From an optimization exercise on the open Yosys and OpenROAD flow, aimed at small area and a short achievable clock period; shortcuts taken in it are not production practice.
No functional check of the RTL was part of any run shown here.
Power and IR drop assume default switching activity.

File: flow/design.v
module alu(a, b, f, x, push, s);
  input [15:0] a, b;
  input [4:0] f;
  input [15:0] x;
  input push;
  output [15:0] s;
  wire f_add  = (f == 5'b00000);
  wire f_sub  = (f == 5'b00001);
  wire f_mul  = (f == 5'b00010);
  wire f_shl  = (f == 5'b00011);
  wire f_shr  = (f == 5'b00100);
  wire f_band = (f == 5'b00101);
  wire f_bor  = (f == 5'b00110);
  wire f_bxor = (f == 5'b00111);
  wire f_and  = (f == 5'b01000);
  wire f_or   = (f == 5'b01001);
  wire f_eq   = (f == 5'b01010);
  wire f_ne   = (f == 5'b01011);
  wire f_ge   = (f == 5'b01100);
  wire f_le   = (f == 5'b01101);
  wire f_gt   = (f == 5'b01110);
  wire f_lt   = (f == 5'b01111);
  wire f_neg  = (f == 5'b10000);
  wire f_bnot = (f == 5'b10001);
  wire f_not  = (f == 5'b10010);
  wire inv = ~(f_add | f_band | f_bor | f_bxor);
  wire zb  = f_neg | f_bnot;
  wire [15:0] bz = zb ? 16'h0000 : b;
  wire [15:0] ax = inv ? ~a : a;
  wire [15:0] p = bz ^ ax;
  wire [15:0] g = bz & ax;
  wire [16:0] c;
  assign c[0] = inv;
  wire [15:0] G0, P0, G1, P1, G2, P2, G3, P3, G4, P4;
  assign G0 = {g[15:1], g[0] | (p[0] & inv)};
  assign P0 = {p[15:1], 1'b0};
  genvar i;
  generate
    for (i = 0; i < 16; i = i + 1) begin : g_pre
      if ((i % 2) >= 1) begin : l1
        assign G1[i] = G0[i] | (P0[i] & G0[(i/2)*2 + 0]);
        assign P1[i] = P0[i] & P0[(i/2)*2 + 0];
      end else begin : l1n
        assign G1[i] = G0[i]; assign P1[i] = P0[i];
      end
      if ((i % 4) >= 2) begin : l2
        assign G2[i] = G1[i] | (P1[i] & G1[(i/4)*4 + 1]);
        assign P2[i] = P1[i] & P1[(i/4)*4 + 1];
      end else begin : l2n
        assign G2[i] = G1[i]; assign P2[i] = P1[i];
      end
      if ((i % 8) >= 4) begin : l3
        assign G3[i] = G2[i] | (P2[i] & G2[(i/8)*8 + 3]);
        assign P3[i] = P2[i] & P2[(i/8)*8 + 3];
      end else begin : l3n
        assign G3[i] = G2[i]; assign P3[i] = P2[i];
      end
      if ((i % 16) >= 8) begin : l4
        assign G4[i] = G3[i] | (P3[i] & G3[7]);
        assign P4[i] = P3[i] & P3[7];
      end else begin : l4n
        assign G4[i] = G3[i]; assign P4[i] = P3[i];
      end
      assign c[i+1] = G4[i];
    end
  endgenerate
  wire [15:0] sum = p ^ c[15:0];
  wire eq = &p;
  wire lt = (b[15] ^ a[15]) ? b[15] : sum[15];    
  wire anz = |a, bnz = |b;
  wire bit0 = (f_and & anz & bnz) | (f_or & (anz | bnz)) | (f_eq & eq) |
              (f_ne & ~eq) | (f_ge & ~lt) | (f_le & (lt | eq)) |
              (f_gt & ~(lt | eq)) | (f_lt & lt) | (f_not & ~anz);
  wire big = |a[15:4];
  wire [15:0] br;
  generate for (i = 0; i < 16; i = i + 1) begin : g_rev
    assign br[i] = b[15 - i];
  end endgenerate
  wire [15:0] bs = f_shr ? br : b;
  wire [15:0] sh = bs << a[3:0];
  wire [15:0] shr;
  generate for (i = 0; i < 16; i = i + 1) begin : g_rev2
    assign shr[i] = sh[15 - i];
  end endgenerate
  wire [15:0] prod;
  mul_lo mul0(.a(a), .b(b), .p(prod));
  wire op_ok = ~push;
  wire s_sum = op_ok & (f_add | f_sub | f_neg);
  wire s_mul = op_ok & f_mul;
  wire s_shl = op_ok & f_shl & ~big;
  wire s_shr = op_ok & f_shr & ~big;
  wire s_p   = op_ok & (f_bxor | f_bor | f_bnot);
  wire s_g   = op_ok & (f_band | f_bor);
  wire s_b0  = op_ok;
  assign s = ({16{push}} & x) | ({16{s_sum}} & sum) | ({16{s_mul}} & prod) |
             ({16{s_shl}} & sh) | ({16{s_shr}} & shr) | ({16{s_p}} & p) |
             ({16{s_g}} & g) | {15'd0, s_b0 & bit0};
endmodule
module mul_lo(a, b, p);
  input [15:0] a, b;
  output [15:0] p;
  wire [15:0] npp [0:15];
  genvar gi;
  generate for (gi = 0; gi < 16; gi = gi + 1) begin : g_pp
    assign npp[gi] = ~(b & {16{a[gi]}});
  end endgenerate
  wire s1;
  wire c2;
  wire s3;
  wire c4;
  wire s5;
  wire c6;
  wire x7;
  wire x8;
  wire x9;
  wire x10;
  wire x11;
  wire s12;
  wire c13;
  wire s14;
  wire c15;
  wire s16;
  wire c17;
  wire s18;
  wire c19;
  wire s20;
  wire c21;
  wire s22;
  wire c23;
  wire s24;
  wire c25;
  wire s26;
  wire c27;
  wire s28;
  wire c29;
  wire s30;
  wire c31;
  wire s32;
  wire c33;
  wire s34;
  wire c35;
  wire s36;
  wire c37;
  wire s38;
  wire c39;
  wire s40;
  wire c41;
  wire s42;
  wire c43;
  wire s44;
  wire c45;
  wire s46;
  wire c47;
  wire x48;
  wire x49;
  wire x50;
  wire x51;
  wire x52;
  wire x53;
  wire s54;
  wire c55;
  wire s56;
  wire c57;
  wire s58;
  wire c59;
  wire s60;
  wire c61;
  wire s62;
  wire c63;
  wire s64;
  wire c65;
  wire s66;
  wire c67;
  wire s68;
  wire c69;
  wire s70;
  wire c71;
  wire s72;
  wire c73;
  wire s74;
  wire c75;
  wire s76;
  wire c77;
  wire s78;
  wire c79;
  wire s80;
  wire c81;
  wire s82;
  wire c83;
  wire s84;
  wire c85;
  wire s86;
  wire c87;
  wire s88;
  wire c89;
  wire s90;
  wire c91;
  wire s92;
  wire c93;
  wire s94;
  wire c95;
  wire s96;
  wire c97;
  wire s98;
  wire c99;
  wire s100;
  wire c101;
  wire x102;
  wire x103;
  wire x104;
  wire x105;
  wire x106;
  wire s107;
  wire c108;
  wire s109;
  wire c110;
  wire s111;
  wire c112;
  wire s113;
  wire c114;
  wire s115;
  wire c116;
  wire s117;
  wire c118;
  wire s119;
  wire c120;
  wire s121;
  wire c122;
  wire s123;
  wire c124;
  wire s125;
  wire c126;
  wire s127;
  wire c128;
  wire s129;
  wire c130;
  wire s131;
  wire c132;
  wire s133;
  wire c134;
  wire s135;
  wire c136;
  wire s137;
  wire c138;
  wire s139;
  wire c140;
  wire s141;
  wire c142;
  wire s143;
  wire c144;
  wire s145;
  wire c146;
  wire s147;
  wire c148;
  wire x149;
  wire x150;
  wire x151;
  wire x152;
  wire s153;
  wire c154;
  wire s155;
  wire c156;
  wire s157;
  wire c158;
  wire s159;
  wire c160;
  wire s161;
  wire c162;
  wire s163;
  wire c164;
  wire s165;
  wire c166;
  wire s167;
  wire c168;
  wire s169;
  wire c170;
  wire s171;
  wire c172;
  wire s173;
  wire c174;
  wire s175;
  wire c176;
  wire x177;
  wire x178;
  wire x179;
  wire s180;
  wire c181;
  wire s182;
  wire c183;
  wire s184;
  wire c185;
  wire s186;
  wire c187;
  wire s188;
  wire c189;
  wire s190;
  wire c191;
  wire s192;
  wire c193;
  wire s194;
  wire c195;
  wire s196;
  wire c197;
  wire s198;
  wire c199;
  wire s200;
  wire c201;
  wire s202;
  wire c203;
  wire s204;
  wire c205;
  wire x206;
  wire x207;
  wire x208;
  wire x209;
  nha us1(.a(npp[0][13]), .b(npp[1][12]), .s(s1), .co(c2));
  fa us3(.a(npp[0][14]), .b(npp[1][13]), .c(npp[2][12]), .s(s3), .co(c4));
  nha us5(.a(npp[3][11]), .b(npp[4][10]), .s(s5), .co(c6));
  assign x7 = npp[0][15] ^ npp[1][14];
  assign x8 = npp[2][13] ^ npp[3][12];
  assign x9 = npp[4][11] ^ npp[5][10];
  assign x10 = npp[6][9] ^ npp[7][8];
  assign x11 = npp[8][7] ^ npp[9][6];
  nha us12(.a(npp[0][9]), .b(npp[1][8]), .s(s12), .co(c13));
  fa us14(.a(npp[0][10]), .b(npp[1][9]), .c(npp[2][8]), .s(s14), .co(c15));
  nha us16(.a(npp[3][7]), .b(npp[4][6]), .s(s16), .co(c17));
  fa us18(.a(npp[0][11]), .b(npp[1][10]), .c(npp[2][9]), .s(s18), .co(c19));
  fa us20(.a(npp[3][8]), .b(npp[4][7]), .c(npp[5][6]), .s(s20), .co(c21));
  nha us22(.a(npp[6][5]), .b(npp[7][4]), .s(s22), .co(c23));
  fa us24(.a(npp[0][12]), .b(npp[1][11]), .c(npp[2][10]), .s(s24), .co(c25));
  fa us26(.a(npp[3][9]), .b(npp[4][8]), .c(npp[5][7]), .s(s26), .co(c27));
  fa us28(.a(npp[6][6]), .b(npp[7][5]), .c(npp[8][4]), .s(s28), .co(c29));
  nha us30(.a(npp[9][3]), .b(npp[10][2]), .s(s30), .co(c31));
  fa us32(.a(npp[2][11]), .b(npp[3][10]), .c(npp[4][9]), .s(s32), .co(c33));
  fa us34(.a(npp[5][8]), .b(npp[6][7]), .c(npp[7][6]), .s(s34), .co(c35));
  fa us36(.a(npp[8][5]), .b(npp[9][4]), .c(npp[10][3]), .s(s36), .co(c37));
  fa us38(.a(npp[11][2]), .b(npp[12][1]), .c(npp[13][0]), .s(s38), .co(c39));
  fa us40(.a(npp[5][9]), .b(npp[6][8]), .c(npp[7][7]), .s(s40), .co(c41));
  fa us42(.a(npp[8][6]), .b(npp[9][5]), .c(npp[10][4]), .s(s42), .co(c43));
  fa us44(.a(npp[11][3]), .b(npp[12][2]), .c(npp[13][1]), .s(s44), .co(c45));
  fa us46(.a(npp[14][0]), .b(c2), .c(s3), .s(s46), .co(c47));
  assign x48 = npp[10][5] ^ npp[11][4];
  assign x49 = npp[12][3] ^ npp[13][2];
  assign x50 = npp[14][1] ^ npp[15][0];
  assign x51 = c4 ^ c6;
  assign x52 = x7 ^ x8;
  assign x53 = x9 ^ x10;
  nha us54(.a(npp[0][6]), .b(npp[1][5]), .s(s54), .co(c55));
  fa us56(.a(npp[0][7]), .b(npp[1][6]), .c(npp[2][5]), .s(s56), .co(c57));
  nha us58(.a(npp[3][4]), .b(npp[4][3]), .s(s58), .co(c59));
  fa us60(.a(npp[0][8]), .b(npp[1][7]), .c(npp[2][6]), .s(s60), .co(c61));
  fa us62(.a(npp[3][5]), .b(npp[4][4]), .c(npp[5][3]), .s(s62), .co(c63));
  nha us64(.a(npp[6][2]), .b(npp[7][1]), .s(s64), .co(c65));
  fa us66(.a(npp[2][7]), .b(npp[3][6]), .c(npp[4][5]), .s(s66), .co(c67));
  fa us68(.a(npp[5][4]), .b(npp[6][3]), .c(npp[7][2]), .s(s68), .co(c69));
  fa us70(.a(npp[8][1]), .b(npp[9][0]), .c(s12), .s(s70), .co(c71));
  fa us72(.a(npp[5][5]), .b(npp[6][4]), .c(npp[7][3]), .s(s72), .co(c73));
  fa us74(.a(npp[8][2]), .b(npp[9][1]), .c(npp[10][0]), .s(s74), .co(c75));
  fa us76(.a(c13), .b(s14), .c(s16), .s(s76), .co(c77));
  fa us78(.a(npp[8][3]), .b(npp[9][2]), .c(npp[10][1]), .s(s78), .co(c79));
  fa us80(.a(npp[11][0]), .b(c15), .c(c17), .s(s80), .co(c81));
  fa us82(.a(s18), .b(s20), .c(s22), .s(s82), .co(c83));
  fa us84(.a(npp[11][1]), .b(npp[12][0]), .c(c19), .s(s84), .co(c85));
  fa us86(.a(c21), .b(c23), .c(s24), .s(s86), .co(c87));
  fa us88(.a(s26), .b(s28), .c(s30), .s(s88), .co(c89));
  fa us90(.a(s1), .b(c25), .c(c27), .s(s90), .co(c91));
  fa us92(.a(c29), .b(c31), .c(s32), .s(s92), .co(c93));
  fa us94(.a(s34), .b(s36), .c(s38), .s(s94), .co(c95));
  fa us96(.a(s5), .b(c33), .c(c35), .s(s96), .co(c97));
  fa us98(.a(c37), .b(c39), .c(s40), .s(s98), .co(c99));
  fa us100(.a(s42), .b(s44), .c(s46), .s(s100), .co(c101));
  assign x102 = x11 ^ c41;
  assign x103 = c43 ^ c45;
  assign x104 = c47 ^ x48;
  assign x105 = x49 ^ x50;
  assign x106 = x51 ^ x52;
  nha us107(.a(npp[0][4]), .b(npp[1][3]), .s(s107), .co(c108));
  fa us109(.a(npp[0][5]), .b(npp[1][4]), .c(npp[2][3]), .s(s109), .co(c110));
  nha us111(.a(npp[3][2]), .b(npp[4][1]), .s(s111), .co(c112));
  fa us113(.a(npp[2][4]), .b(npp[3][3]), .c(npp[4][2]), .s(s113), .co(c114));
  fa us115(.a(npp[5][1]), .b(npp[6][0]), .c(s54), .s(s115), .co(c116));
  fa us117(.a(npp[5][2]), .b(npp[6][1]), .c(npp[7][0]), .s(s117), .co(c118));
  fa us119(.a(c55), .b(s56), .c(s58), .s(s119), .co(c120));
  fa us121(.a(npp[8][0]), .b(c57), .c(c59), .s(s121), .co(c122));
  fa us123(.a(s60), .b(s62), .c(s64), .s(s123), .co(c124));
  fa us125(.a(c61), .b(c63), .c(c65), .s(s125), .co(c126));
  fa us127(.a(s66), .b(s68), .c(s70), .s(s127), .co(c128));
  fa us129(.a(c67), .b(c69), .c(c71), .s(s129), .co(c130));
  fa us131(.a(s72), .b(s74), .c(s76), .s(s131), .co(c132));
  fa us133(.a(c73), .b(c75), .c(c77), .s(s133), .co(c134));
  fa us135(.a(s78), .b(s80), .c(s82), .s(s135), .co(c136));
  fa us137(.a(c79), .b(c81), .c(c83), .s(s137), .co(c138));
  fa us139(.a(s84), .b(s86), .c(s88), .s(s139), .co(c140));
  fa us141(.a(c85), .b(c87), .c(c89), .s(s141), .co(c142));
  fa us143(.a(s90), .b(s92), .c(s94), .s(s143), .co(c144));
  fa us145(.a(c91), .b(c93), .c(c95), .s(s145), .co(c146));
  fa us147(.a(s96), .b(s98), .c(s100), .s(s147), .co(c148));
  assign x149 = x53 ^ c97;
  assign x150 = c99 ^ c101;
  assign x151 = x102 ^ x103;
  assign x152 = x104 ^ x105;
  nha us153(.a(npp[0][3]), .b(npp[1][2]), .s(s153), .co(c154));
  fa us155(.a(npp[2][2]), .b(npp[3][1]), .c(npp[4][0]), .s(s155), .co(c156));
  fa us157(.a(npp[5][0]), .b(c108), .c(s109), .s(s157), .co(c158));
  fa us159(.a(c110), .b(c112), .c(s113), .s(s159), .co(c160));
  fa us161(.a(c114), .b(c116), .c(s117), .s(s161), .co(c162));
  fa us163(.a(c118), .b(c120), .c(s121), .s(s163), .co(c164));
  fa us165(.a(c122), .b(c124), .c(s125), .s(s165), .co(c166));
  fa us167(.a(c126), .b(c128), .c(s129), .s(s167), .co(c168));
  fa us169(.a(c130), .b(c132), .c(s133), .s(s169), .co(c170));
  fa us171(.a(c134), .b(c136), .c(s137), .s(s171), .co(c172));
  fa us173(.a(c138), .b(c140), .c(s141), .s(s173), .co(c174));
  fa us175(.a(c142), .b(c144), .c(s145), .s(s175), .co(c176));
  assign x177 = x106 ^ c146;
  assign x178 = c148 ^ x149;
  assign x179 = x150 ^ x151;
  nha us180(.a(npp[0][2]), .b(npp[1][1]), .s(s180), .co(c181));
  fa us182(.a(npp[2][1]), .b(npp[3][0]), .c(s153), .s(s182), .co(c183));
  fa us184(.a(s107), .b(c154), .c(s155), .s(s184), .co(c185));
  fa us186(.a(s111), .b(c156), .c(s157), .s(s186), .co(c187));
  fa us188(.a(s115), .b(c158), .c(s159), .s(s188), .co(c189));
  fa us190(.a(s119), .b(c160), .c(s161), .s(s190), .co(c191));
  fa us192(.a(s123), .b(c162), .c(s163), .s(s192), .co(c193));
  fa us194(.a(s127), .b(c164), .c(s165), .s(s194), .co(c195));
  fa us196(.a(s131), .b(c166), .c(s167), .s(s196), .co(c197));
  fa us198(.a(s135), .b(c168), .c(s169), .s(s198), .co(c199));
  fa us200(.a(s139), .b(c170), .c(s171), .s(s200), .co(c201));
  fa us202(.a(s143), .b(c172), .c(s173), .s(s202), .co(c203));
  fa us204(.a(s147), .b(c174), .c(s175), .s(s204), .co(c205));
  assign x206 = x152 ^ c176;
  assign x207 = x177 ^ x178;
  assign x208 = x179 ^ c205;
  assign x209 = x206 ^ x207;
  wire [15:0] ra = {x208, ~c203, ~c201, ~c199, ~c197, ~c195, ~c193, ~c191, ~c189, ~c187, ~c185, ~c183, ~c181, ~npp[2][0], ~npp[0][1], ~npp[0][0]};
  wire [15:0] rb = {~x209, ~s204, ~s202, ~s200, ~s198, ~s196, ~s194, ~s192, ~s190, ~s188, ~s186, ~s184, ~s182, ~s180, ~npp[1][0], 1'b0};
  assign p = ra + rb;
endmodule
module fa(a, b, c, s, co);
  input a, b, c;
  output s, co;
  assign s = a ^ b ^ c;
  assign co = (a & b) | (a & c) | (b & c);
endmodule
module nha(a, b, s, co);
  input a, b;
  output s, co;
  assign s = ~(a ^ b);
  assign co = a | b;
endmodule
module stack(clk, load, push, pop, d, qtop, qnext);
  parameter N=16;
  input clk, load, push, pop;
  input [N-1:0] d;
  output [N-1:0] qtop, qnext;
  reg [N-1:0] q[0:3];
  assign qtop=q[0];
  assign qnext=q[1];
  always @(posedge clk)
    begin
      if (load) q[0] <= d;
      if (push) q[1] <= q[0]; else if (pop) q[1] <= q[2];
      if (push) q[2] <= q[1]; else if (pop) q[2] <= q[3];
      if (push) q[3] <= q[2]; else if (pop) q[3] <= {N{1'b0}};
    end
endmodule
module opstack(clk, num, op, x, qtop);
  input clk, num, op;
  input [15:0] x;
  output [15:0] qtop;
  wire [15:0] qnext, d;
  wire load, push, pop;
  alu alu0(.a(qtop), .b(qnext), .f(x[4:0]), .x(x), .push(num), .s(d));
  stack stack0(clk, load, push, pop, d, qtop, qnext);
  assign load=num|op;
  assign push=num;
  assign pop=op&~x[4];
endmodule
File: flow/run.sh
#!/bin/bash
# synth_recipe.tcl (not shown) runs the flow's synth.tcl, then flattens the netlist and writes it again
# the make line also repeats each setting of config.mk as NAME=value (left out here)
make -C /OpenROAD-flow-scripts/flow DESIGN_CONFIG=/design/flow/config.mk WORK_HOME=/design/flow/orfs CLKGATE_MAP_FILE= SYNTH_SCRIPT=/design/flow/synth_recipe.tcl finish
File: flow/config.mk
export PLATFORM = sky130hd
export DESIGN_NAME = opstack
export DESIGN_NICKNAME = opstack
export VERILOG_FILES = /design/flow/design.v
export SDC_FILE = /design/flow/constraint.sdc
export NUM_CORES = 4
export LEC_CHECK = 0
export CAP_MARGIN = 20
export CORE_MARGIN = 2
export CORE_UTILIZATION = 40
export SETUP_SLACK_MARGIN = 1.5
export SLEW_MARGIN = 20
export SYNTH_HIERARCHICAL = 1
File: flow/constraint.sdc
create_clock -name core_clock -period 7.0 [get_ports {clk}]
set_input_delay 1.4000 -clock core_clock [delete_from_list [all_inputs] [get_ports {clk}]]
set_output_delay 1.4000 -clock core_clock [all_outputs]
set_load 0.01 [all_outputs]
==> results.cfg, run 1 <==
[yosys]
yosysSeqAreaShare = 0.215
ys_top_cells_by_count = nand2_1 (172), inv_1 (98), fa_1 (83)
ys_top_cells_by_area = edfxtp_1 (22%), fa_1 (19%), nand2_1 (7.2%)
yosys_warnings = 9
ys_types = 79
synth_top_area_frac = 0.215
synth_top_cell_by_area = edfxtp_1
syn_avg_cell_area_um2 = 9.54
yosysMostFrequentCell = nand2_1
ys.flop_type = edfxtp_1
syn-cell-area_mm2 = 0.00893
ys_ff_latch = 64
synth_edf_count = 64
netlist_instances = 936
synthArstFlopShare = 0

[sta]
fmax_mhz = 186
period_share = 0.770
finalClockSkew_ns = 0.0145
rsz0062_at_grt = false
tightest_slew_ns = 0.958
fin_tns_setup_ns = 0
setup_violations = 0
hold_violations = 0
period_minus_slack_ns = 5.39
slew_headroom = 0.361
maxSlewViolCount = 0

[floorplanning]
start_util = 0.408
die_y_um = 153
coreArea_mm2 = 0.0219
fp-row-count = 54
dieArea_mm2 = 0.0235
die_w_um = 153
io_pins = 35

[finish]
areaGrowthSynthToFinish_pct = 17.3
top_register = stack0.q
top_regs = stack0.q: 64 flops
fillers = 2109
seq_area_mm2 = 0.00192
diodes = 0
final_nets = 1164
multi_input_area_mm2 = 0.00645
largest_register_ffs = 64
drive_gt1_frac = 0.181
stdcell_area_mm2 = 0.0105

[power_and_ir_drop]
vdd_drop_max_uv = 511
p_per_area_mw_per_mm2 = 574
leakage_nw = 4.25

[cts]
htree_num_levels = 3
cts_tree = yes
clk_latency_ns = 0.35
clock_sinks = 64
cts_root_buffer = clkbuf_16
cts_buffers = 9
path_clk_slew_ns = 0.07
ctsHoldBuffers = 0
cts_buffer_depth = 2

[critical_path]
crit_path_max_fanout = 9
critPathArrivalTime_ns = 5.44
crit_required_ns = 7.05
cp-start-kind = flip-flop
end_kind = flip-flop
critPathKind = flip-flop to flip-flop

[status]
run_status = finished clean

[detailed_routing]
dr.pass1.iters = 5
drc = 0
routed_wl_um = 28100
wire_per_inst_um = 21.6
final_antenna_net_count = 0
dr_total_vias = 7597
vias_per_cell = 5.83
drt_iter0_markers = 836

[grt]
grt_pass1_wl_um = 43300
overflow = 0
antenna_found_initial = 0
grt_pass1_vias = 7595
grt_start_max_net_pins = 75
grt_usage = 0.239

[placed_design]
hpwl_um = 19400
placed_area_mm2 = 0.00951
port_buffers = 34
finalWeightedCongestion = 0.943

[flow_run]
maxCapViolations = 0

[hold_path]
hp-class = flip-flop to flip-flop
metal layers:
metal	up-vias	wire length, um	GRT usage
met2	329	12800	0.372
met1	3774	12300	0.335
li1	3454	-	-
met3	40	2380	0.0491
met4	0	606	0.0799
met5	-	0	0
final timing paths:
check,start,end,slack [ns],cells past startpoint
worst max-delay path,stack0.q[0][8],stack0.q[0][15],1.61,17
worst min-delay path,stack0.q[2][12],stack0.q[3][12],0.54,1
worst max register to register,stack0.q[0][8],stack0.q[0][15],1.61,17
worst min register to register,stack0.q[2][12],stack0.q[3][12],0.54,1
power breakdown:
part           internal [W]  switching, W  total (W)  leakage (nW)
logic               0.00223       0.00271    0.00494          3.43
clock network      0.000280      0.000202   0.000482         0.147
registers          0.000508     0.0000844   0.000592         0.665
cells in the final DEF, fill, tap and decap left out, drive strengths merged, types with 4 or more instances in the layout:
| master | count |
|---|---|
| a21oi | 29 |
| edfxtp | 64 |
| nand2b | 6 |
| o221ai | 5 |
| a222oi | 10 |
| nor2b | 6 |
| o21a | 6 |
| a22oi | 4 |
| inv | 101 |
| or2 | 5 |
| a211oi | 4 |
| a31oi | 4 |
| or4 | 4 |
| xnor2 | 37 |
| nand4 | 6 |
| buf | 90 |
| clkbuf | 10 |
| o311ai | 4 |
| mux4 | 15 |
| nand3 | 8 |
| mux2 | 35 |
| nor2 | 20 |
| a2111oi | 6 |
| xor2 | 21 |
| ha | 43 |
| or3 | 7 |
| and2 | 38 |
| a211o | 6 |
| o211ai | 9 |
| mux2i | 23 |
| nand2 | 172 |
| clkdlybuf4s50 | 31 |
| o21ai | 23 |
| nand3b | 5 |
| fa | 83 |
| a21o | 13 |
| nor3 | 7 |
| nor4 | 15 |
cells by family after synthesis:
group / count (synthesis) / synth area share
adders and majority gates: 128 / 0.249
AOI/OAI and AO/OA: 154 / 0.127
and+or+nand+nor: 308 / 0.166
muxes: 73 / 0.112
DFF: 64 / 0.215
buffers and inverters: 151 / 0.0737
xor gates and xnor gates: 58 / 0.0577
per-module statistics from Yosys, one instance, submodules excluded:
module	flops+latches	copies in the design
fa	0	78
mul_lo	0	1
opstack	0	1
alu	0	1
stack	64	1
nha	0	13
what timing repair did:
item	CTS	global route
buffers inserted	24	44
gates cloned	0	1
pin swaps	0	17
setup endpoints to repair	9	11
gates resized for setup	2	25
per-stage QoR:
step           worst slack [ns]  power [W]  std cells  hold slack [ns]  utilization
2_1_floorplan              1.63    0.00382        936            0.520            -
3_3_place_gp              0.983    0.00490       1219            0.525        0.434
3_5_place_dp              0.900    0.00494       1219            0.533        0.434
4_1_cts                    1.49    0.00550       1259            0.548        0.457
5_1_grt                    1.49    0.00650       1304            0.555        0.479
6_report                   1.61    0.00601       1304            0.544        0.479
critical path, stage by stage, from the launching register on:
cell      delay [ns]
edfxtp_1        0.65
nand2_1         0.16
fa_1            0.58
fa_1            0.44
fa_1            0.40
fa_1            0.50
fa_2            0.43
xnor2_2         0.15
xnor2_1         0.19
xnor2_1         0.16
xnor2_1         0.18
xnor2_1         0.13
xnor2_1         0.30
xnor2_2         0.14
a222oi_1        0.31
nand2_1         0.08
a21oi_1         0.12
o221ai_1        0.14
final cells by class:
type | count | area share
timing repair buffer | 124 | 0.103
sequential | 64 | 0.183
clock inverter | 7 | 0.00740
clock buffer | 9 | 0.0215
inverter | 99 | 0.0355
tap | 280 | 0.0334
multi-input combinational | 721 | 0.615
==> run 2: changes to the inputs <==
--- a/flow/design.v
+++ b/flow/design.v
@@ -1,2 +1,2 @@
-module alu(a, b, f, x, push, s);
+module alu(a, b, f, x, push, op, s);
   input [15:0] a, b;
@@ -4,3 +4,3 @@
   input [15:0] x;
-  input push;
+  input push, op;
   output [15:0] s;
@@ -86,3 +86,4 @@
   mul_lo mul0(.a(a), .b(b), .p(prod));
-  wire op_ok = ~push;
+  wire op_ok = ~push & op;
+  wire hold = ~push & ~op;
   wire s_sum = op_ok & (f_add | f_sub | f_neg);
@@ -96,3 +97,3 @@
              ({16{s_shl}} & sh) | ({16{s_shr}} & shr) | ({16{s_p}} & p) |
-             ({16{s_g}} & g) | {15'd0, s_b0 & bit0};
+             ({16{s_g}} & g) | {15'd0, s_b0 & bit0} | ({16{hold}} & a);
 endmodule
@@ -449,5 +450,5 @@
 endmodule
-module stack(clk, load, push, pop, d, qtop, qnext);
+module stack(clk, push, pop, d, qtop, qnext);
   parameter N=16;
-  input clk, load, push, pop;
+  input clk, push, pop;
   input [N-1:0] d;
@@ -457,8 +458,11 @@
   assign qnext=q[1];
+  wire dn = push;             
+  wire up = pop & ~push;      
+  wire hd = ~push & ~pop;     
   always @(posedge clk)
     begin
-      if (load) q[0] <= d;
-      if (push) q[1] <= q[0]; else if (pop) q[1] <= q[2];
-      if (push) q[2] <= q[1]; else if (pop) q[2] <= q[3];
-      if (push) q[3] <= q[2]; else if (pop) q[3] <= {N{1'b0}};
+      q[0] <= d;
+      q[1] <= ({N{dn}} & q[0]) | ({N{up}} & q[2]) | ({N{hd}} & q[1]);
+      q[2] <= ({N{dn}} & q[1]) | ({N{up}} & q[3]) | ({N{hd}} & q[2]);
+      q[3] <= ({N{dn}} & q[2]) | ({N{hd}} & q[3]);
     end
@@ -470,6 +474,5 @@
   wire [15:0] qnext, d;
-  wire load, push, pop;
-  alu alu0(.a(qtop), .b(qnext), .f(x[4:0]), .x(x), .push(num), .s(d));
-  stack stack0(clk, load, push, pop, d, qtop, qnext);
-  assign load=num|op;
+  wire push, pop;
+  alu alu0(.a(qtop), .b(qnext), .f(x[4:0]), .x(x), .push(num), .op(op), .s(d));
+  stack stack0(clk, push, pop, d, qtop, qnext);
   assign push=num;
==> results.cfg, run 2 <==
[sta]
fmax_mhz = 189
maxSlewViolCount = 0
tightest_slew_ns = 0.910
setup_violations = 0
period_minus_slack_ns = 5.30
slew_headroom = 0.392
hold_violations = 0
fin_tns_setup_ns = 0
rsz0062_at_grt = false
period_share = 0.757
finalClockSkew_ns = 0.0148

[yosys]
yosys_warnings = 9
syn_avg_cell_area_um2 = 8.33
synth_edf_count = 0
synth_top_area_frac = 0.185
netlist_instances = 1078
synthArstFlopShare = 0
yosysSeqAreaShare = 0.143
synth_top_cell_by_area = fa_1
yosysMostFrequentCell = nand2_1
ys_types = 84
ys_ff_latch = 64
ys_top_cells_by_area = fa_1 (18%), dfxtp_1 (14%), nand2_1 (8.9%)
ys_top_cells_by_count = nand2_1 (214), inv_1 (109), fa_1 (83)
ys.flop_type = dfxtp_1
syn-cell-area_mm2 = 0.00898

[critical_path]
reg2reg_from = stack0.q[0][1]
crit_path_max_fanout = 13
critPathKind = flip-flop to flip-flop
crit_required_ns = 7.22
critPathArrivalTime_ns = 5.52
cp-startpoint = stack0.q[0][1]
end_kind = flip-flop
cp-start-kind = flip-flop

[placed_design]
hpwl_um = 20200
place_inst = 1349
finalWeightedCongestion = 0.942
port_buffers = 34

[detailed_routing]
dr_total_vias = 8054
dr.pass1.iters = 8
drt_iter0_markers = 673
drc = 0
vias_per_cell = 5.90
wire_per_inst_um = 20.6
routed_wl_um = 28100
final_antenna_net_count = 0

[finish]
final_nets = 1226
instances_no_fill = 1366
drive_gt1_frac = 0.0921
areaGrowthSynthToFinish_pct = 9.58
final_cell_mix = nand2_1 (214), inv_1 (109), fa_1 (83)
final_common_cell = nand2_1
largest_register_ffs = 64
top_regs = stack0.q: 64 flops
diodes = 0
top_register = stack0.q

[cts]
clock_sinks = 64
cts_buffer_depth = 2
cts_root_buffer = clkbuf_16
clk_latency_ns = 0.35
cts_tree = yes
cts_buffers = 9
htree_num_levels = 3
path_clk_slew_ns = 0.07

[floorplanning]
io_pins = 35
die_w_um = 154
start_util = 0.409
coreArea_mm2 = 0.0220
die_y_um = 154
fp-row-count = 54
dieArea_mm2 = 0.0237

[grt]
grt_pass1_wl_um = 45000
grt_usage = 0.241
antenna_found_initial = 0
overflow = 0
grt_pass1_vias = 7995
grt_start_max_net_pins = 89

[status]
run_status = finished clean

[power_and_ir_drop]
total_power_w = 0.00395
p_per_area_mw_per_mm2 = 402
vdd_drop_max_uv = 194
leakage_nw = 3.82

[flow_run]
maxCapViolations = 0

[hold_path]
hold_path.startpoint = stack0.q[2][13]
hp-class = flip-flop to flip-flop
run 2: per-module statistics from Yosys, one instance, submodules excluded:
module   cell area [um2]  cells  times used  flip-flops and latches
nha                 27.5      5          13                       0
mul_lo              1600    295           1                       0
opstack             13.8      1           1                       0
stack               2200    222           1                      64
fa                  20.0      1          78                       0
alu                 3240    417           1                       0
run 2: repair_timing:
action | 4_1_cts | 5_1_grt
resized for setup | 3 | 23
endpoints found under the setup margin | 3 | 9
buffers inserted | 0 | 1
hold buffers | 0 | 0
run 2: per-stage QoR:
| stage | worst slack [ns] | hold WS (ns) | util | cell area, um2 |
|---|---|---|---|---|
| finish | 1.70 | 0.463 | 0.448 | 9840 |
| global route | 1.51 | 0.496 | 0.448 | 9840 |
| CTS | 1.49 | 0.466 | 0.446 | 9790 |
| detailed placement | 1.17 | 0.456 | 0.432 | 9490 |
| global placement | 1.23 | 0.452 | 0.432 | 9490 |
| floorplan | 1.82 | 0.437 | - | 8980 |
run 2: per-layer routing:
layer / up-vias / GRT usage / part of all wire
met3: 73 / 0.0465 / 0.083
li1: 3712 / - / -
met4: 0 / 0.0966 / 0.039
met5: - / 0 / 0
met1: 3901 / 0.336 / 0.44
met2: 368 / 0.371 / 0.44
run 2: logic make-up after synthesis:
logic type	share of synthesized area
buffers and inverters	0.0869
multiplexers	0.108
flip-flops	0.143
XOR/XNOR	0.0593
AND/OR/NAND/NOR	0.186
adder cells (fa/ha/maj)	0.246
AO/OA/AOI/OAI	0.171
run 2: path summary, 6_finish.rpt:
check | to | slack, ns | depth (start not counted)
min | stack0.q[3][13] | 0.46 | 2
max | stack0.q[0][15] | 1.70 | 17
max reg2reg | stack0.q[0][15] | 1.70 | 17
min reg2reg | stack0.q[3][13] | 0.46 | 2
run 2: where the power goes:
part	internal, W	switching (W)	leakage [nW]
registers	0.000439	0.000198	0.538
logic	0.00122	0.00163	3.15
clock network	0.000274	0.000195	0.138
total	0.00193	0.00202	3.82
run 2: worst max-delay path: stages (launching register included):
cell      delay, ns
dfxtp_2        0.51
buf_4          0.29
nand2_1        0.11
fa_1           0.54
fa_1           0.43
fa_1           0.51
fa_1           0.46
fa_1           0.48
xnor2_1        0.21
xnor2_1        0.12
xnor2_1        0.23
xnor2_1        0.12
xnor2_1        0.25
xnor2_1        0.20
xnor2_1        0.12
a221oi_1       0.28
o221a_2        0.23
o21ai_0        0.07
run 2: final cells by class:
type                    instances  area (um2)
multi-input cells             836        6940
fillers                      2182       12100
inverters                     112         420
flip-flops and latches         64        1310
repair buffers                 58         527
clock buffers                  10         229
well taps                     280         350
clock inverters                 6        60.1
==> run 3: changes to the inputs <==
--- a/flow/design.v
+++ b/flow/design.v
@@ -33,35 +33,3 @@
   assign c[0] = inv;
-  wire [15:0] G0, P0, G1, P1, G2, P2, G3, P3, G4, P4;
-  assign G0 = {g[15:1], g[0] | (p[0] & inv)};
-  assign P0 = {p[15:1], 1'b0};
-  genvar i;
-  generate
-    for (i = 0; i < 16; i = i + 1) begin : g_pre
-      if ((i % 2) >= 1) begin : l1
-        assign G1[i] = G0[i] | (P0[i] & G0[(i/2)*2 + 0]);
-        assign P1[i] = P0[i] & P0[(i/2)*2 + 0];
-      end else begin : l1n
-        assign G1[i] = G0[i]; assign P1[i] = P0[i];
-      end
-      if ((i % 4) >= 2) begin : l2
-        assign G2[i] = G1[i] | (P1[i] & G1[(i/4)*4 + 1]);
-        assign P2[i] = P1[i] & P1[(i/4)*4 + 1];
-      end else begin : l2n
-        assign G2[i] = G1[i]; assign P2[i] = P1[i];
-      end
-      if ((i % 8) >= 4) begin : l3
-        assign G3[i] = G2[i] | (P2[i] & G2[(i/8)*8 + 3]);
-        assign P3[i] = P2[i] & P2[(i/8)*8 + 3];
-      end else begin : l3n
-        assign G3[i] = G2[i]; assign P3[i] = P2[i];
-      end
-      if ((i % 16) >= 8) begin : l4
-        assign G4[i] = G3[i] | (P3[i] & G3[7]);
-        assign P4[i] = P3[i] & P3[7];
-      end else begin : l4n
-        assign G4[i] = G3[i]; assign P4[i] = P3[i];
-      end
-      assign c[i+1] = G4[i];
-    end
-  endgenerate
+  prefix16 pre0(.g(g), .p(p), .ci(inv), .c(c[16:1]));
   wire [15:0] sum = p ^ c[15:0];
@@ -73,2 +41,3 @@
               (f_gt & ~(lt | eq)) | (f_lt & lt) | (f_not & ~anz);
+  genvar i;
   wire big = |a[15:4];
@@ -99,2 +68,40 @@
 endmodule
+module prefix16(g, p, ci, c);
+  input [15:0] g, p;
+  input ci;
+  output [15:0] c;
+  wire [15:0] G0, P0, G1, P1, G2, P2, G3, P3, G4, P4;
+  assign G0 = {g[15:1], g[0] | (p[0] & ci)};
+  assign P0 = {p[15:1], 1'b0};
+  genvar i;
+  generate
+    for (i = 0; i < 16; i = i + 1) begin : g_pre
+      if ((i % 2) >= 1) begin : l1
+        assign G1[i] = G0[i] | (P0[i] & G0[(i/2)*2 + 0]);
+        assign P1[i] = P0[i] & P0[(i/2)*2 + 0];
+      end else begin : l1n
+        assign G1[i] = G0[i]; assign P1[i] = P0[i];
+      end
+      if ((i % 4) >= 2) begin : l2
+        assign G2[i] = G1[i] | (P1[i] & G1[(i/4)*4 + 1]);
+        assign P2[i] = P1[i] & P1[(i/4)*4 + 1];
+      end else begin : l2n
+        assign G2[i] = G1[i]; assign P2[i] = P1[i];
+      end
+      if ((i % 8) >= 4) begin : l3
+        assign G3[i] = G2[i] | (P2[i] & G2[(i/8)*8 + 3]);
+        assign P3[i] = P2[i] & P2[(i/8)*8 + 3];
+      end else begin : l3n
+        assign G3[i] = G2[i]; assign P3[i] = P2[i];
+      end
+      if ((i % 16) >= 8) begin : l4
+        assign G4[i] = G3[i] | (P3[i] & G3[7]);
+        assign P4[i] = P3[i] & P3[7];
+      end else begin : l4n
+        assign G4[i] = G3[i]; assign P4[i] = P3[i];
+      end
+      assign c[i] = G4[i];
+    end
+  endgenerate
+endmodule
 module mul_lo(a, b, p);
@@ -436,3 +443,7 @@
   wire [15:0] rb = {~x209, ~s204, ~s202, ~s200, ~s198, ~s196, ~s194, ~s192, ~s190, ~s188, ~s186, ~s184, ~s182, ~s180, ~npp[1][0], 1'b0};
-  assign p = ra + rb;
+  wire [15:0] fp = ra ^ rb;
+  wire [15:0] fg = ra & rb;
+  wire [15:0] fc;
+  prefix16 pre0(.g(fg), .p(fp), .ci(1'b0), .c(fc));
+  assign p = fp ^ {fc[14:0], 1'b0};
 endmodule
@@ -456,2 +467,3 @@
   reg [N-1:0] q[0:3];
+  wire [N-1:0] n1, n2, n3;
   assign qtop=q[0];
@@ -461,2 +473,5 @@
   wire hd = ~push & ~pop;     
+  sel3 #(N) m1(.s0(dn), .s1(up), .s2(hd), .a(q[0]), .b(q[2]), .c(q[1]), .y(n1));
+  sel3 #(N) m2(.s0(dn), .s1(up), .s2(hd), .a(q[1]), .b(q[3]), .c(q[2]), .y(n2));
+  sel3 #(N) m3(.s0(dn), .s1(1'b0), .s2(hd), .a(q[2]), .b({N{1'b0}}), .c(q[3]), .y(n3));
   always @(posedge clk)
@@ -464,7 +479,14 @@
       q[0] <= d;
-      q[1] <= ({N{dn}} & q[0]) | ({N{up}} & q[2]) | ({N{hd}} & q[1]);
-      q[2] <= ({N{dn}} & q[1]) | ({N{up}} & q[3]) | ({N{hd}} & q[2]);
-      q[3] <= ({N{dn}} & q[2]) | ({N{hd}} & q[3]);
+      q[1] <= n1;
+      q[2] <= n2;
+      q[3] <= n3;
     end
 endmodule
+module sel3(s0, s1, s2, a, b, c, y);
+  parameter N=16;
+  input s0, s1, s2;
+  input [N-1:0] a, b, c;
+  output [N-1:0] y;
+  assign y = ({N{s0}} & a) | ({N{s1}} & b) | ({N{s2}} & c);
+endmodule
 module opstack(clk, num, op, x, qtop);
--- a/flow/config.mk
+++ b/flow/config.mk
@@ -10,3 +10,3 @@
 export CORE_UTILIZATION = 40
-export SETUP_SLACK_MARGIN = 1.5
+export SETUP_SLACK_MARGIN = 2.5
 export SLEW_MARGIN = 20
==> results.cfg, run 3 <==
[sta]
finalClockSkew_ns = 0.00556
tightest_slew_ns = 1.07
period_minus_slack_ns = 4.76
fin_tns_setup_ns = 0
setup_violations = 0
hold_ws_ns = 0.467
maxSlewViolCount = 0
hold_violations = 0
slew_headroom = 0.283
rsz0062_at_grt = true
fmax_mhz = 210
period_share = 0.680

[detailed_routing]
dr_total_vias = 8832
dr.pass1.iters = 7
final_antenna_net_count = 0
wire_per_inst_um = 22.8
drt_iter0_markers = 829
routed_wl_um = 33000
drc = 0
vias_per_cell = 6.10

[power_and_ir_drop]
p_per_area_mw_per_mm2 = 346
p_int_w = 0.00197
p_sw_w = 0.00178
combPwrFrac = 0.721
vdd_drop_max_uv = 291
leakage_nw = 4.57
clkPwrFrac = 0.130
total_power_w = 0.00375
sw_frac_of_total = 0.474
seqPwrFrac = 0.150

[cts]
cts_buffers = 9
clock_sinks = 64
clk_latency_ns = 0.34
path_clk_slew_ns = 0.06
cts_root_buffer = clkbuf_16
htree_num_levels = 3
cts_buffer_depth = 2
ctsHoldBuffers = 0
cts_tree = yes

[grt]
antenna_found_initial = 1
grt_pass1_wl_um = 50100
grt_start_max_net_pins = 55
grt_usage = 0.293
overflow = 0
grt_pass1_vias = 8435

[hold_path]
hp-class = flip-flop to flip-flop

[critical_path]
crit_required_ns = 7.21
critPathArrivalTime_ns = 4.98
cp-start-kind = flip-flop
critPathMaxStageDelay_ns = 0.55
cp_cell_sequence = nand2_4 -> fa_1 -> fa_2 -> fa_2 -> fa_1 -> fa_1 -> inv_2 -> ha_4 -> nand4_1 -> nor2_1 -> o21ai_2 -> a31oi_2 -> xor2_2 -> a221o_1 -> a221oi_2 -> o21ai_1
crit_path_max_fanout = 5
cp_slowest_cell = fa_1
cp_common_cell = fa_1
end_kind = flip-flop
critPathKind = flip-flop to flip-flop

[finish]
top_regs = stack0.q: 64 flops
seq_area_mm2 = 0.00136
drive_gt1_frac = 0.209
fillers = 2028
multi_input_area_mm2 = 0.00705
final_cell_mix = nand2_1 (175), inv_1 (143), buf_4 (75)
top_register = stack0.q
areaGrowthSynthToFinish_pct = 24.8
final_nets = 1309
final_common_cell = nand2_1
largest_register_ffs = 64

[floorplanning]
dieArea_mm2 = 0.0229
io_pins = 35
start_util = 0.410
die_y_um = 151
coreArea_mm2 = 0.0212
fp-row-count = 53
die_w_um = 151

[yosys]
netlist_instances = 1065
syn_avg_cell_area_um2 = 8.15
yosys_warnings = 10
syn-cell-area_mm2 = 0.00868

[placed_design]
port_buffers = 34
hpwl_um = 21200
finalWeightedCongestion = 1.00

[flow_run]
maxCapViolations = 0

[status]
run_status = finished clean
## run 3: cell types whose count changed in the layout (fill, tap and decap cells not counted), sizes merged, moves of 10 or more
cell | previous run | this run
conb | 0 | 25
mux2i | 45 | 4
nand4 | 5 | 17
mux4 | 22 | 7
nand2 | 215 | 180
buf | 25 | 99
nor2b | 3 | 19
a222oi | 0 | 48
o21ai | 71 | 37
inv | 110 | 148
a211oi | 5 | 15
## run 3: per-stage QoR
step                setup WS (ns)  area, um2   util  std cells
floorplan                    2.34       9030      -       1088
global placement             1.22       9420  0.445       1352
detailed placement           1.14       9420  0.445       1352
CTS                          2.24      10500  0.497       1436
global route                 2.12      10800  0.512       1448
finish                       2.24      10800  0.512       1449
## run 3: final cells by class
type                            count  share of cell area
Antenna cell                        1            0.000231
Timing Repair Buffer              128               0.111
Sequential cell                    64               0.126
Clock inverter                      6             0.00843
Inverter                          147              0.0509
Tap cell                          275              0.0318
Clock buffer                       10              0.0211
Multi-Input combinational cell    818               0.650
## run 3: power groups by stage
stage                     Sequential (W)  Combinational (W)  Clock (W)
after global routing            0.000567            0.00294   0.000509
after global placement          0.000660            0.00209          0
after floorplan                 0.000518            0.00168          0
after detailed placement        0.000660            0.00211          0
after CTS                       0.000554            0.00249   0.000493
final                           0.000561            0.00270   0.000486
## run 3: path summary, 6_finish.rpt
check,start,to,slack (ns),cells after the start
setup / recovery,stack0.q[0][0],stack0.q[0][15],2.24,16
setup reg to reg,stack0.q[0][0],stack0.q[0][15],2.24,16
hold / removal,stack0.q[3][14],stack0.q[2][14],0.47,2
hold reg to reg,stack0.q[3][14],stack0.q[2][14],0.47,2
## run 3: routing by layer
layer | routed length, um | GRT usage
met4 | 1250 | 0.0953
met1 | 14000 | 0.411
met3 | 2890 | 0.0464
met2 | 14900 | 0.461
met5 | 0 | 0
## run 3: timing repair
| action | in CTS | in global routing |
|---|---|---|
| resized for setup | 92 | 50 |
| gates cloned | 1 | 0 |
| setup endpoints to repair | 16 | 14 |
| setup buffers | 67 | 12 |
| pin swaps | 20 | 31 |
## run 3: worst max-delay path: cells and delay by family (launching register included)
family                   cells  cell delay, ns
flip-flops                   1            0.41
adder cells (fa/ha/maj)      6            2.65
AND/OR/NAND/NOR              3            0.40
AO/OA/AOI/OAI                5            0.99
buffers and inverters        1            0.05
XOR/XNOR                     1            0.13
==> run 4: changes to the inputs <==
--- a/flow/config.mk
+++ b/flow/config.mk
@@ -10,3 +10,3 @@
 export CORE_UTILIZATION = 40
-export SETUP_SLACK_MARGIN = 2.5
+export SETUP_SLACK_MARGIN = 1.5
 export SLEW_MARGIN = 20
==> results.cfg, run 4 <==
[status]
run_status = finished clean

[flow_run]
maxCapViolations = 0

[yosys]
syn_avg_cell_area_um2 = 8.15
netlist_instances = 1065
syn-cell-area_mm2 = 0.00868
yosys_warnings = 10

[power_and_ir_drop]
clkPwrFrac = 0.142
p_int_w = 0.00163
p_sw_w = 0.00159
leakage_nw = 4.12
total_power_w = 0.00322
p_per_area_mw_per_mm2 = 329
seqPwrFrac = 0.185
vdd_drop_max_uv = 204
combPwrFrac = 0.673
sw_frac_of_total = 0.495

[finish]
top_register = stack0.q
final_cell_mix = nand2_1 (179), inv_1 (145), fa_1 (78)
post-route-util = 0.462
final_common_cell = nand2_1
largest_register_ffs = 64
drive_gt1_frac = 0.0875
diodes = 0
final_nets = 1245
top_regs = stack0.q: 64 flops
areaGrowthSynthToFinish_pct = 12.6

[sta]
fin_tns_setup_ns = 0
period_share = 0.766
tightest_slew_ns = 1.09
period_minus_slack_ns = 5.36
setup_violations = 0
slew_headroom = 0.268
fmax_mhz = 187
maxSlewViolCount = 0
rsz0062_at_grt = true
finalClockSkew_ns = 0.0101
hold_violations = 0

[placed_design]
finalWeightedCongestion = 0.994
port_buffers = 34
hpwl_um = 22000

[critical_path]
cp-start-kind = input port
cp_common_cell = o2111ai_1
critPathMaxStageDelay_ns = 0.59
critPathArrivalTime_ns = 5.57
end_kind = flip-flop
cp_cell_sequence = clkdlybuf4s50_1 -> or3_4 -> a211oi_4 -> buf_12 -> xnor2_1 -> ha_1 -> a211oi_1 -> nor2_1 -> o41ai_2 -> a31oi_1 -> xor2_1 -> maj3_1 -> and2_1 -> o31a_1 -> o2111ai_1 -> o2111ai_1
crit_family = compound AO/OA/AOI/OAI gates
cp_slowest_cell = clkdlybuf4s50_1
crit_path_max_fanout = 10
critPathBufInv = 2
critPathKind = input port to flip-flop
crit_required_ns = 7.21

[detailed_routing]
drt_iter0_markers = 951
drc = 0
routed_wl_um = 30000
vias_per_cell = 5.99
final_antenna_net_count = 0
dr.pass1.iters = 5
dr_total_vias = 8284
wire_per_inst_um = 21.6

[floorplanning]
fp-row-count = 53
die_w_um = 151
io_pins = 35
start_util = 0.410
die_y_um = 151
coreArea_mm2 = 0.0212
dieArea_mm2 = 0.0229

[grt]
grt_pass1_vias = 8154
grt_usage = 0.271
grt_pass1_wl_um = 47000
grt_start_max_net_pins = 49
antenna_found_initial = 0
overflow = 0

[cts]
cts_buffers = 9
clk_latency_ns = 0.35
htree_num_levels = 3
clock_sinks = 64
cts_buffer_depth = 2
path_clk_slew_ns = 0.06
cts_root_buffer = clkbuf_16
cts_tree = yes

[hold_path]
hp-class = flip-flop to flip-flop
==> run 4: worst reg2reg max path: stages (launching register included) <==
cell,delay (ns)
dfxtp_1,0.84
nand2_1,0.19
fa_1,0.62
fa_1,0.45
fa_1,0.41
fa_1,0.49
fa_1,0.42
xnor2_1,0.16
xnor2_1,0.19
xnor2_1,0.15
ha_1,0.30
xor2_1,0.21
a221o_1,0.34
a221oi_1,0.19
o21ai_0,0.11
==> run 4: path summary, 6_finish.rpt <==
kind,start,end,slack [ns],depth (start not counted)
min,stack0.q[3][14],stack0.q[2][14],0.46,2
max reg2reg,stack0.q[0][8],stack0.q[0][15],1.83,14
max,x[2],stack0.q[0][0],1.64,16
min reg2reg,stack0.q[3][14],stack0.q[2][14],0.46,2
==> run 4: power by group through the flow <==
| stage | Sequential (W) | Combinational, W | Clock (W) |
|---|---|---|---|
| after floorplan | 0.000511 | 0.00160 | 0 |
| after global placement | 0.000593 | 0.00211 | 0 |
| after detailed placement | 0.000594 | 0.00213 | 0 |
| after CTS | 0.000586 | 0.00215 | 0.000465 |
| after global routing | 0.000604 | 0.00242 | 0.000483 |
| final | 0.000595 | 0.00217 | 0.000457 |
==> run 4: cell type report <==
class	instances	area (um2)
Multi-Input combinational cell	818	6680
Sequential cell	64	1300
Clock buffer	11	233
Tap cell	275	344
Inverter	147	552
Timing Repair Buffer	64	598
Fill cell	2077	11400
Clock inverter	5	65.1
==> run 4: metal layers <==
metal  wire length [um]  GRT usage  vias up  part of all wire
li1                   -          -     3799                 -
met1              12800      0.368     4058              0.43
met2              13600      0.426      379              0.45
met3               2830     0.0690       48             0.094
met4                727     0.0813        0             0.024
met5                  0          0        -                 0
==> run 4: stage by stage <==
stage	hold WS [ns]	setup WS (ns)	instance area, um2	std cells
2_1_floorplan	0.433	1.78	8770	1088
3_3_place_gp	0.448	0.845	9350	1360
3_5_place_dp	0.454	0.811	9360	1361
4_1_cts	0.468	1.53	9690	1380
5_1_grt	0.485	1.47	9770	1384
6_report	0.464	1.64	9770	1384
==> run 4: repair_timing <==
item | CTS | global route
setup buffers | 3 | 4
hold buffers | 0 | 0
hold endpoints to repair | 0 | 0
pin swaps | 1 | 4
setup endpoints to repair | 3 | 4
gates resized for setup | 0 | 23
==> run 5: changes to the inputs <==
--- a/flow/design.v
+++ b/flow/design.v
@@ -25,14 +25,7 @@
   wire f_not  = (f == 5'b10010);
-  wire inv = ~(f_add | f_band | f_bor | f_bxor);
-  wire zb  = f_neg | f_bnot;
-  wire [15:0] bz = zb ? 16'h0000 : b;
-  wire [15:0] ax = inv ? ~a : a;
-  wire [15:0] p = bz ^ ax;
-  wire [15:0] g = bz & ax;
-  wire [16:0] c;
-  assign c[0] = inv;
-  prefix16 pre0(.g(g), .p(p), .ci(inv), .c(c[16:1]));
-  wire [15:0] sum = p ^ c[15:0];
-  wire eq = &p;
-  wire lt = (b[15] ^ a[15]) ? b[15] : sum[15];    
+  wire [15:0] e = ~(b ^ a);
+  wire eq = &e;
+  wire ge_u;                           
+  cmp16 cmp0(.g(b & ~a), .p(e), .c(ge_u));
+  wire lt = (b[15] ^ a[15]) ? b[15] : ~ge_u;
   wire anz = |a, bnz = |b;
@@ -41,5 +34,5 @@
               (f_gt & ~(lt | eq)) | (f_lt & lt) | (f_not & ~anz);
-  genvar i;
   wire big = |a[15:4];
   wire [15:0] br;
+  genvar i;
   generate for (i = 0; i < 16; i = i + 1) begin : g_rev
@@ -53,24 +46,35 @@
   end endgenerate
-  wire [15:0] prod;
-  mul_lo mul0(.a(a), .b(b), .p(prod));
-  wire op_ok = ~push & op;
+  wire [15:0] nra, nrb;
+  mul_rows mul0(.a(a), .b(b), .nra(nra), .nrb(nrb));
+  wire opv  = ~push & op;
   wire hold = ~push & ~op;
-  wire s_sum = op_ok & (f_add | f_sub | f_neg);
-  wire s_mul = op_ok & f_mul;
-  wire s_shl = op_ok & f_shl & ~big;
-  wire s_shr = op_ok & f_shr & ~big;
-  wire s_p   = op_ok & (f_bxor | f_bor | f_bnot);
-  wire s_g   = op_ok & (f_band | f_bor);
-  wire s_b0  = op_ok;
-  assign s = ({16{push}} & x) | ({16{s_sum}} & sum) | ({16{s_mul}} & prod) |
-             ({16{s_shl}} & sh) | ({16{s_shr}} & shr) | ({16{s_p}} & p) |
-             ({16{s_g}} & g) | {15'd0, s_b0 & bit0} | ({16{hold}} & a);
+  wire s_mul = opv & f_mul;
+  wire s_b   = opv & (f_add | f_sub);
+  wire s_ap  = opv & f_add;
+  wire s_an  = opv & (f_sub | f_neg | f_bnot);
+  wire s_and = opv & f_band;
+  wire s_or  = opv & f_bor;
+  wire s_xor = opv & f_bxor;
+  wire s_shl = opv & f_shl & ~big;
+  wire s_shr = opv & f_shr & ~big;
+  wire s_cmp = opv;
+  wire ci    = opv & (f_sub | f_neg);
+  wire [15:0] lo = ({16{push}} & x) | ({16{hold}} & a) | ({16{s_b}} & b) |
+                   ({16{s_and}} & (b & a)) | ({16{s_or}} & (b | a)) |
+                   ({16{s_xor}} & ~e) | ({16{s_shl}} & sh) |
+                   ({16{s_shr}} & shr) | {15'd0, s_cmp & bit0};
+  wire [15:0] u = ({16{s_mul}} & ~nra) | lo;
+  wire [15:0] v = ({16{s_mul}} & {~nrb[15:1], 1'b0}) | ({16{s_ap}} & a) | ({16{s_an}} & ~a);
+  wire [15:0] p = u ^ v;
+  wire [15:0] g = u & v;
+  wire [15:0] c;
+  prefix16 pre0(.g({g[15:1], g[0] | (p[0] & ci)}), .p(p), .c(c));
+  assign s = p ^ {c[14:0], ci};
 endmodule
-module prefix16(g, p, ci, c);
+module prefix16(g, p, c);
   input [15:0] g, p;
-  input ci;
   output [15:0] c;
   wire [15:0] G0, P0, G1, P1, G2, P2, G3, P3, G4, P4;
-  assign G0 = {g[15:1], g[0] | (p[0] & ci)};
-  assign P0 = {p[15:1], 1'b0};
+  assign G0 = g;
+  assign P0 = p;
   genvar i;
@@ -106,5 +110,29 @@
 endmodule
-module mul_lo(a, b, p);
+module cmp16(g, p, c);
+  input [15:0] g, p;
+  output c;
+  wire [15:0] g1 = {g[15:1], g[0] | p[0]};
+  wire [7:0] G1, P1;
+  wire [3:0] G2, P2;
+  wire [1:0] G3, P3;
+  genvar i;
+  generate
+    for (i = 0; i < 8; i = i + 1) begin : l1
+      assign G1[i] = g1[2*i+1] | (p[2*i+1] & g1[2*i]);
+      assign P1[i] = p[2*i+1] & p[2*i];
+    end
+    for (i = 0; i < 4; i = i + 1) begin : l2
+      assign G2[i] = G1[2*i+1] | (P1[2*i+1] & G1[2*i]);
+      assign P2[i] = P1[2*i+1] & P1[2*i];
+    end
+    for (i = 0; i < 2; i = i + 1) begin : l3
+      assign G3[i] = G2[2*i+1] | (P2[2*i+1] & G2[2*i]);
+      assign P3[i] = P2[2*i+1] & P2[2*i];
+    end
+  endgenerate
+  assign c = G3[1] | (P3[1] & G3[0]);
+endmodule
+module mul_rows(a, b, nra, nrb);
   input [15:0] a, b;
-  output [15:0] p;
+  output [15:0] nra, nrb;   
   wire [15:0] npp [0:15];
@@ -441,9 +469,4 @@
   assign x209 = x206 ^ x207;
-  wire [15:0] ra = {x208, ~c203, ~c201, ~c199, ~c197, ~c195, ~c193, ~c191, ~c189, ~c187, ~c185, ~c183, ~c181, ~npp[2][0], ~npp[0][1], ~npp[0][0]};
-  wire [15:0] rb = {~x209, ~s204, ~s202, ~s200, ~s198, ~s196, ~s194, ~s192, ~s190, ~s188, ~s186, ~s184, ~s182, ~s180, ~npp[1][0], 1'b0};
-  wire [15:0] fp = ra ^ rb;
-  wire [15:0] fg = ra & rb;
-  wire [15:0] fc;
-  prefix16 pre0(.g(fg), .p(fp), .ci(1'b0), .c(fc));
-  assign p = fp ^ {fc[14:0], 1'b0};
+  assign nra = {~x208, c203, c201, c199, c197, c195, c193, c191, c189, c187, c185, c183, c181, npp[2][0], npp[0][1], npp[0][0]};
+  assign nrb = {x209, s204, s202, s200, s198, s196, s194, s192, s190, s188, s186, s184, s182, s180, npp[1][0], 1'b1};
 endmodule
@@ -475,3 +498,3 @@
   sel3 #(N) m2(.s0(dn), .s1(up), .s2(hd), .a(q[1]), .b(q[3]), .c(q[2]), .y(n2));
-  sel3 #(N) m3(.s0(dn), .s1(1'b0), .s2(hd), .a(q[2]), .b({N{1'b0}}), .c(q[3]), .y(n3));
+  sel2 #(N) m3(.s0(dn), .s1(hd), .a(q[2]), .b(q[3]), .y(n3));
   always @(posedge clk)
@@ -491,2 +514,9 @@
 endmodule
+module sel2(s0, s1, a, b, y);
+  parameter N=16;
+  input s0, s1;
+  input [N-1:0] a, b;
+  output [N-1:0] y;
+  assign y = ({N{s0}} & a) | ({N{s1}} & b);
+endmodule
 module opstack(clk, num, op, x, qtop);
==> results.cfg, run 5 <==
[status]
run_status = finished clean

[floorplanning]
io_pins = 35
start_util = 0.407
die_y_um = 153
dieArea_mm2 = 0.0234
coreArea_mm2 = 0.0218
die_w_um = 153
fp-row-count = 54

[sta]
maxSlewViolCount = 0
period_share = 0.776
rsz0062_at_grt = true
hold_violations = 0
fmax_mhz = 184
period_minus_slack_ns = 5.43
tightest_slew_ns = 1.03
setup_violations = 0
finalClockSkew_ns = 0.00651
fin_tns_setup_ns = 0
slew_headroom = 0.309

[hold_path]
hold_depth = 2
hold_path.startpoint = stack0.q[3][14]
hp-class = flip-flop to flip-flop
hold_end = stack0.q[2][14]

[grt]
grt_usage = 0.264
grt_pass1_wl_um = 48200
grt_pass1_vias = 8061
antenna_found_initial = 0
overflow = 0
grt_start_max_net_pins = 60

[power_and_ir_drop]
p_per_area_mw_per_mm2 = 221
vdd_drop_max_uv = 130
leakage_nw = 4.00

[detailed_routing]
drt_iter0_markers = 1238
dr.pass1.iters = 8
drc = 0
final_antenna_net_count = 0
wire_per_inst_um = 22.7
dr_total_vias = 8150
vias_per_cell = 6.11
routed_wl_um = 30300

[finish]
areaGrowthSynthToFinish_pct = 8.94
drive_gt1_frac = 0.0949
final_nets = 1223
final_cell_mix = nand2_1 (211), inv_1 (134), fa_1 (79)
largest_register_ffs = 64
top_regs = stack0.q: 64 flops
instances_no_fill = 1334
final_common_cell = nand2_1
diodes = 0
top_register = stack0.q

[placed_design]
hpwl_um = 22200
finalWeightedCongestion = 1.00
place_inst = 1318
port_buffers = 34

[yosys]
yosys_warnings = 10
netlist_instances = 1060
syn_avg_cell_area_um2 = 8.38
syn-cell-area_mm2 = 0.00888

[cts]
clk_latency_ns = 0.33
cts_buffers = 9
cts_root_buffer = clkbuf_16
cts_buffer_depth = 2
clock_sinks = 64
path_clk_slew_ns = 0.06
cts_tree = yes
htree_num_levels = 3

[critical_path]
critPathArrivalTime_ns = 5.65
critPathKind = input port to flip-flop
r2r_end = stack0.q[0][15]
r2r_slack_ns = 1.66
end_kind = flip-flop
crit_required_ns = 7.22
reg2reg_from = stack0.q[0][1]
cp-start-kind = input port
cp_slowest_cell = clkdlybuf4s50_1
cp_common_cell = mux4_2
reg2regPathDepth = 14
crit_path_max_fanout = 14
cp_cell_sequence = clkdlybuf4s50_1 -> nand2b_2 -> nor4_4 -> buf_6 -> mux4_2 -> mux4_2 -> and2_4 -> a221oi_2 -> o21ai_1 -> ha_1 -> and3_1 -> a22o_1 -> a41o_4 -> a21oi_4 -> inv_2 -> a21o_1 -> xor2_1
critPathMaxStageDelay_ns = 0.51

[flow_run]
maxCapViolations = 0
## run 5: worst max path at each step
stage,from,to,slack (ns)
6_report,x[3],stack0.q[0][13],1.57
5_1_grt,x[3],stack0.q[0][13],1.44
4_1_cts,x[2],stack0.q[0][13],1.53
3_5_place_dp,x[4],stack0.q[0][13],0.99
3_3_place_gp,x[4],stack0.q[0][13],1.04
2_1_floorplan,x[1],stack0.q[0][13],2.10
## run 5: what timing repair did
item	4_1_cts	5_1_grt
hold buffers	0	0
endpoints found under the hold margin	0	0
setup endpoints to repair	6	6
buffers inserted	0	0
resized for setup	2	7
## run 5: area by class of cell
type	count	area, um2
clock buffer	9	225
clock inverter	7	95.1
fill	2151	12100
inverter	138	518
multi-input combinational	762	6550
sequential	64	1280
tap	280	350
timing repair buffer	74	656
## run 5: critical path, delay by kind of cell
family,cells,cell delay [ns]
multiplexers,2,0.89
AO/OA/AOI/OAI,6,1.28
buffers and inverters,3,0.78
AND/OR/NAND/NOR,4,0.81
adder cells (fa/ha/maj),1,0.33
XOR/XNOR,1,0.14
## run 5: where the power goes
part / internal (W) / switching [W] / total, W
clock network: 0.000312 / 0.000178 / 0.000490
logic: 0.000469 / 0.000615 / 0.00108
registers: 0.000423 / 0.000144 / 0.000567
## run 5: per-layer routing
metal / global-route usage / routed length (um) / vias up
met5: 0 / 0 / -
met4: 0.0944 / 1010 / 0
met3: 0.0468 / 2690 / 76
met2: 0.401 / 13300 / 430
met1: 0.376 / 13300 / 4021
li1: - / - / 3623
## run 5: through the flow
stage	total power [W]	cell area, um2	hold slack (ns)	utilization	setup WS (ns)
3_5_place_dp	0.00164	9330	0.453	0.428	0.993
3_3_place_gp	0.00163	9330	0.441	0.428	1.04
4_1_cts	0.00214	9660	0.474	0.442	1.53
5_1_grt	0.00231	9680	0.489	0.443	1.44
6_report	0.00214	9680	0.469	0.443	1.57
2_1_floorplan	0.00142	8880	0.437	-	2.10

## re-timing with driven ports
The results above use ideal ports. As a check the final layouts listed here were re-extracted and re-timed, cells and wires unchanged. Step 1, drivers: a clkbuf_16 drives clk and a buf_2 each remaining input, both assumed. Step 2 moves the port delays by t, midway between the first and last clock arrival at a register: inputs arrive t later, outputs are due t later. That takes back most of the time a late clock gives input paths. Slacks: ideal / step 1 / step 2; pairs: ideal / step 1.
| run | shift t [ns] | setup WS [ns] | hold WS [ns] | slew at the worst register clock pin (ns) |
|---|---|---|---|---|
| run 1 | 0.389 | 1.613 / 1.613 / 1.348 | 0.544 / 0.544 / 0.544 | 0.07 / 0.07 |
| run 2 | 0.386 | 1.699 / 1.699 / 1.444 | 0.463 / 0.463 / 0.463 | 0.07 / 0.07 |
| run 3 | 0.363 | 2.237 / 2.237 / 1.915 | 0.467 / 0.467 / 0.467 | 0.06 / 0.06 |
| run 4 | 0.378 | 1.639 / 1.652 / 1.274 | 0.464 / 0.464 / 0.464 | 0.06 / 0.06 |
| run 5 | 0.371 | 1.566 / 1.575 / 1.204 | 0.469 / 0.469 / 0.469 | 0.06 / 0.06 |
After both steps every run listed still meets setup and hold. The setup slack of run 4, which loses most, moves by +0.013 ns with the drivers and by -0.365 ns with both steps.
